Context: an optimization exercise on an open-source flow, tuned for small area and a short achievable clock period. The choices shown serve that exercise and are no tape-out recipe.
Function was checked by simulation only, so behaviour that the tests miss may differ from the original.

## tv80n
module tv80n ( 
  m1_n, mreq_n, iorq_n, rd_n, wr_n, rfsh_n, halt_n, busak_n, A, dout,
  reset_n, clk, wait_n, int_n, nmi_n, busrq_n, di
  );
  parameter Mode = 0;     
  parameter T2Write = 0;  
  parameter IOWait  = 1;  
  input         reset_n; 
  input         clk; 
  input         wait_n; 
  input         int_n; 
  input         nmi_n; 
  input         busrq_n; 
  output        m1_n; 
  output        mreq_n; 
  output        iorq_n; 
  output        rd_n; 
  output        wr_n; 
  output        rfsh_n; 
  output        halt_n; 
  output        busak_n; 
  output [15:0] A;
  input [7:0]   di;
  output [7:0]  dout;
  reg           mreq_n; 
  reg           iorq_n; 
  reg           rd_n; 
  reg           wr_n; 
  reg           nxt_mreq_n; 
  reg           nxt_iorq_n; 
  reg           nxt_rd_n; 
  reg           nxt_wr_n; 
  wire          cen;
  wire          intcycle_n;
  wire          no_read;
  wire          write;
  wire          iorq;
  reg [7:0]     di_reg;
  wire [6:0]    mcycle;
  wire [6:0]    tstate;
  assign    cen = 1;
  tv80_core #(Mode, IOWait) i_tv80_core
    (
     .cen (cen),
     .m1_n (m1_n),
     .iorq (iorq),
     .no_read (no_read),
     .write (write),
     .rfsh_n (rfsh_n),
     .halt_n (halt_n),
     .wait_n (wait_n),
     .int_n (int_n),
     .nmi_n (nmi_n),
     .reset_n (reset_n),
     .busrq_n (busrq_n),
     .busak_n (busak_n),
     .clk (clk),
     .IntE (),
     .stop (),
     .A (A),
     .dinst (di),
     .di (di_reg),
     .dout (dout),
     .mc (mcycle),
     .ts (tstate),
     .intcycle_n (intcycle_n)
     );  
  ...
Size: about 3700 cells after synthesis, about 360 flip-flops, roughly 46 I/O pins.
Settings: LEC_CHECK=0, CAP_MARGIN=20, CORE_MARGIN=2, CORE_UTILIZATION=40, CTS_CLUSTER_DIAMETER=100, CTS_CLUSTER_SIZE=20, SLEW_MARGIN=20; clock period 12.0 ns.
standard.sh (not shown) runs the stock make flow with config.mk's settings and CLKGATE_MAP_FILE= SYNTH_SCRIPT=/design/flow/synth_recipe.tcl, a recipe that flattens the netlist after the stock synthesis.
==> flow/flow/run.sh <==
#!/bin/bash
set -euo pipefail
W=$(pwd)
rm -rf "$W/orfs_scripts"
cp -r "$FLOW_HOME/scripts" "$W/orfs_scripts"
cp "$W/flow/abc_speed.script" "$W/orfs_scripts/abc_speed.script"
bash "$W/standard.sh" SCRIPTS_DIR="$W/orfs_scripts" SETUP_SLACK_MARGIN=7 finish > "$W/flow_make.log" 2>&1
==> flow/flow/abc_speed.script <==
strash
&get -n
&st
&deepsyn -T 30
&put
dch -f
map -B 0.9
topo
&get -n
&st
&dch -f
&nf -R 20
&st
&syn2
&dch -f
&nf -R 20
&put
topo
stime -c
buffer -c
upsize -c
dnsize -c
Edit:
==> flow/flow/run.sh (replaced) <==
#!/bin/bash
# The standard layout (standard.sh), with one change: Yosys's ABC technology
# mapping uses flow/abc_speed.script, an area-oriented script, in place of ORFS's
# scripts/abc_speed.script. Everything else, including the flip-flop mapping
# and so the registers, is the standard flow's.
set -euo pipefail
W=$(pwd)
rm -rf "$W/orfs_scripts"
cp -r "$FLOW_HOME/scripts" "$W/orfs_scripts"
cp "$W/flow/abc_speed.script" "$W/orfs_scripts/abc_speed.script"
bash "$W/standard.sh" SCRIPTS_DIR="$W/orfs_scripts" finish > "$W/flow_make.log" 2>&1
CTS_CLUSTER_DIAMETER = default   (was 100)
CTS_CLUSTER_SIZE = default   (was 20)
Result: Setup slack loses 1.7 ns. Area after synthesis stays the same. Core utilization goes down by 2.5 points. Routed wire length went down by 3.3%.
Edit:
==> flow/flow/run.sh (replaced) <==
#!/bin/bash
set -euo pipefail
W=$(pwd)
rm -rf "$W/orfs_scripts"
cp -r "$FLOW_HOME/scripts" "$W/orfs_scripts"
cp "$W/flow/abc_speed.script" "$W/orfs_scripts/abc_speed.script"
bash "$W/standard.sh" SCRIPTS_DIR="$W/orfs_scripts" SETUP_SLACK_MARGIN=6.5 finish > "$W/flow_make.log" 2>&1
The changed run passed the timing, design-rule and antenna checks.
Synthesized area does not change.
Non-clock buffer count climbs by 41.
Worst hold slack hardly moves.
Routed wire length climbs by 1.1%.
Utilization climbs by 1.0 points.
Global-route usage climbs by 0.18 points.
Sequential share of layout area drops by 0.69 points.
Edit:
==> flow/flow/run.sh (replaced) <==
#!/bin/bash
# The standard layout (standard.sh), with one change: Yosys's ABC technology
# mapping uses flow/abc_speed.script, an area-oriented script, in place of ORFS's
# scripts/abc_speed.script. Everything else, including the flip-flop mapping
# and so the registers, is the standard flow's.
set -euo pipefail
W=$(pwd)
rm -rf "$W/orfs_scripts"
cp -r "$FLOW_HOME/scripts" "$W/orfs_scripts"
cp "$W/flow/abc_speed.script" "$W/orfs_scripts/abc_speed.script"
bash "$W/standard.sh" SCRIPTS_DIR="$W/orfs_scripts" finish > "$W/flow_make.log" 2>&1
==> flow/flow/abc_speed.script (replaced) <==
strash
&get -n
&st
&deepsyn -T 30
&put
dch -f
map -a -B 0.9
topo
&get -n
&st
&dch -f
&nf -R 1000
&st
&syn2
&dch -f
&nf -R 1000
&put
topo
stime -c
buffer -c
upsize -c
dnsize -c
=> Design area drops by a few percent. Worst setup slack loses 1.9 ns. Synthesized area drops by a few percent. Clock-buffer cell count climbs by 3. Utilization drops by 0.40 points. Critical path depth climbs by 3. Via count drops slightly.


tv80n again, from the RTL that the note above started with.
## tv80n
module tv80n ( 
  m1_n, mreq_n, iorq_n, rd_n, wr_n, rfsh_n, halt_n, busak_n, A, dout,
  reset_n, clk, wait_n, int_n, nmi_n, busrq_n, di
  );
Settings: LEC_CHECK=0, CAP_MARGIN=20, CORE_MARGIN=2, CORE_UTILIZATION=40, SLEW_MARGIN=20; clock period 12.0 ns.
==> flow/flow/run.sh <==
#!/bin/bash
set -euo pipefail
W=$(pwd)
rm -rf "$W/orfs_scripts"
cp -r "$FLOW_HOME/scripts" "$W/orfs_scripts"
cp "$W/flow/abc_speed.script" "$W/orfs_scripts/abc_speed.script"
bash "$W/standard.sh" SCRIPTS_DIR="$W/orfs_scripts" SETUP_SLACK_MARGIN=6.5 finish > "$W/flow_make.log" 2>&1
==> flow/flow/abc_speed.script <==
strash
&get -n
&st
&deepsyn -T 30
&put
dch -f
map -a -B 0.9
topo
&get -n
&st
&dch -f
&nf -R 1000
&st
&syn2
&dch -f
&nf -R 1000
&put
topo
stime -c
buffer -c
upsize -c
dnsize -c
Edit:
==> flow/flow/run.sh (replaced) <==
#!/bin/bash
# The standard layout (standard.sh), with one change: Yosys's ABC technology
# mapping uses flow/abc_speed.script, an area-oriented script, in place of ORFS's
# scripts/abc_speed.script. Everything else, including the flip-flop mapping
# and so the registers, is the standard flow's.
set -euo pipefail
W=$(pwd)
rm -rf "$W/orfs_scripts"
cp -r "$FLOW_HOME/scripts" "$W/orfs_scripts"
cp "$W/flow/abc_speed.script" "$W/orfs_scripts/abc_speed.script"
bash "$W/standard.sh" SCRIPTS_DIR="$W/orfs_scripts" finish > "$W/flow_make.log" 2>&1
--- a/flow/config.mk
+++ b/flow/config.mk
@@ -10,0 +11 @@
+export SETUP_SLACK_MARGIN = 5.0
The new run produced a clean layout; clock skew climbs by 13 ps; non-clock buffer count drops by 40; final area drops by about 2.8%; global-route usage climbs by 0.35 points.
Edit:
==> flow/flow/run.sh (replaced) <==
#!/bin/bash
set -euo pipefail
W=$(pwd)
rm -rf "$W/orfs_scripts"
cp -r "$FLOW_HOME/scripts" "$W/orfs_scripts"
cp "$W/flow/abc_speed.script" "$W/orfs_scripts/abc_speed.script"
bash "$W/standard.sh" SCRIPTS_DIR="$W/orfs_scripts" SETUP_SLACK_MARGIN=7 finish > "$W/flow_make.log" 2>&1
==> flow/flow/abc_speed.script (replaced) <==
strash
&get -n
&st
&deepsyn -T 30
&put
dch -f
map -B 0.9
topo
&get -n
&st
&dch -f
&nf -R 20
&st
&syn2
&dch -f
&nf -R 20
&put
topo
stime -c
buffer -c
upsize -c
dnsize -c
--- a/flow/config.mk
+++ b/flow/config.mk
@@ -11 +10,0 @@
-export SETUP_SLACK_MARGIN = 5.0
After rerunning:
- final cell count rises by 3.3%
- wire length rises by 4.9%
- via count rises by 2.2%
- hold slack degrades by 6.9 ps
- register-to-register slack improves by 1900 ps
- count of clock-buffer cells in the layout falls by 11
- clock skew falls by 14 ps

==> separate check: timing with driven ports <==
Ports are ideal in the flow. The routed layouts listed here were re-timed in OpenROAD. Step 1 (the two cells are an assumption about what drives the block):
set clk [get_ports {clk}]
set_driving_cell -lib_cell sky130_fd_sc_hd__clkbuf_16 $clk
set_driving_cell -lib_cell sky130_fd_sc_hd__buf_2 [delete_from_list [all_inputs] $clk]
Step 2 times the ports against the registers' clock, not the clock port: input delays grow and output delays shrink by t, the midpoint of the rising clock arrivals with the driver on. Slacks: ideal ports / drivers / drivers and shift; pairs: ideal ports / drivers.
run	t, ns	setup slack, ns	worst setup path after step 2	worst data-port slew with drivers (ns)	pins driven straight from the clock port
the first run of note 1	0.671	6.973 / 6.973 / 6.527	input to register	0.08	1
the second run of note 1	0.659	5.286 / 5.286 / 5.286	register to register	0.07	1
the third run of note 1	0.659	6.534 / 6.534 / 6.218	input to register	0.07	1
the fourth run of note 1	0.667	4.629 / 4.629 / 4.629	register to register	0.04	1
the first run of note 2	0.671	6.472 / 6.472 / 6.210	input to register	0.04	1
the second run of note 2	0.659	4.976 / 4.976 / 4.976	register to register	0.04	1
the third run of note 2	0.659	6.885 / 6.885 / 6.567	input to register	0.05	1
After both steps every run listed still meets setup and hold. For the first run of note 1, which loses most, drivers alone change the setup slack by 0.000 ns; drivers and shift together by -0.446 ns.
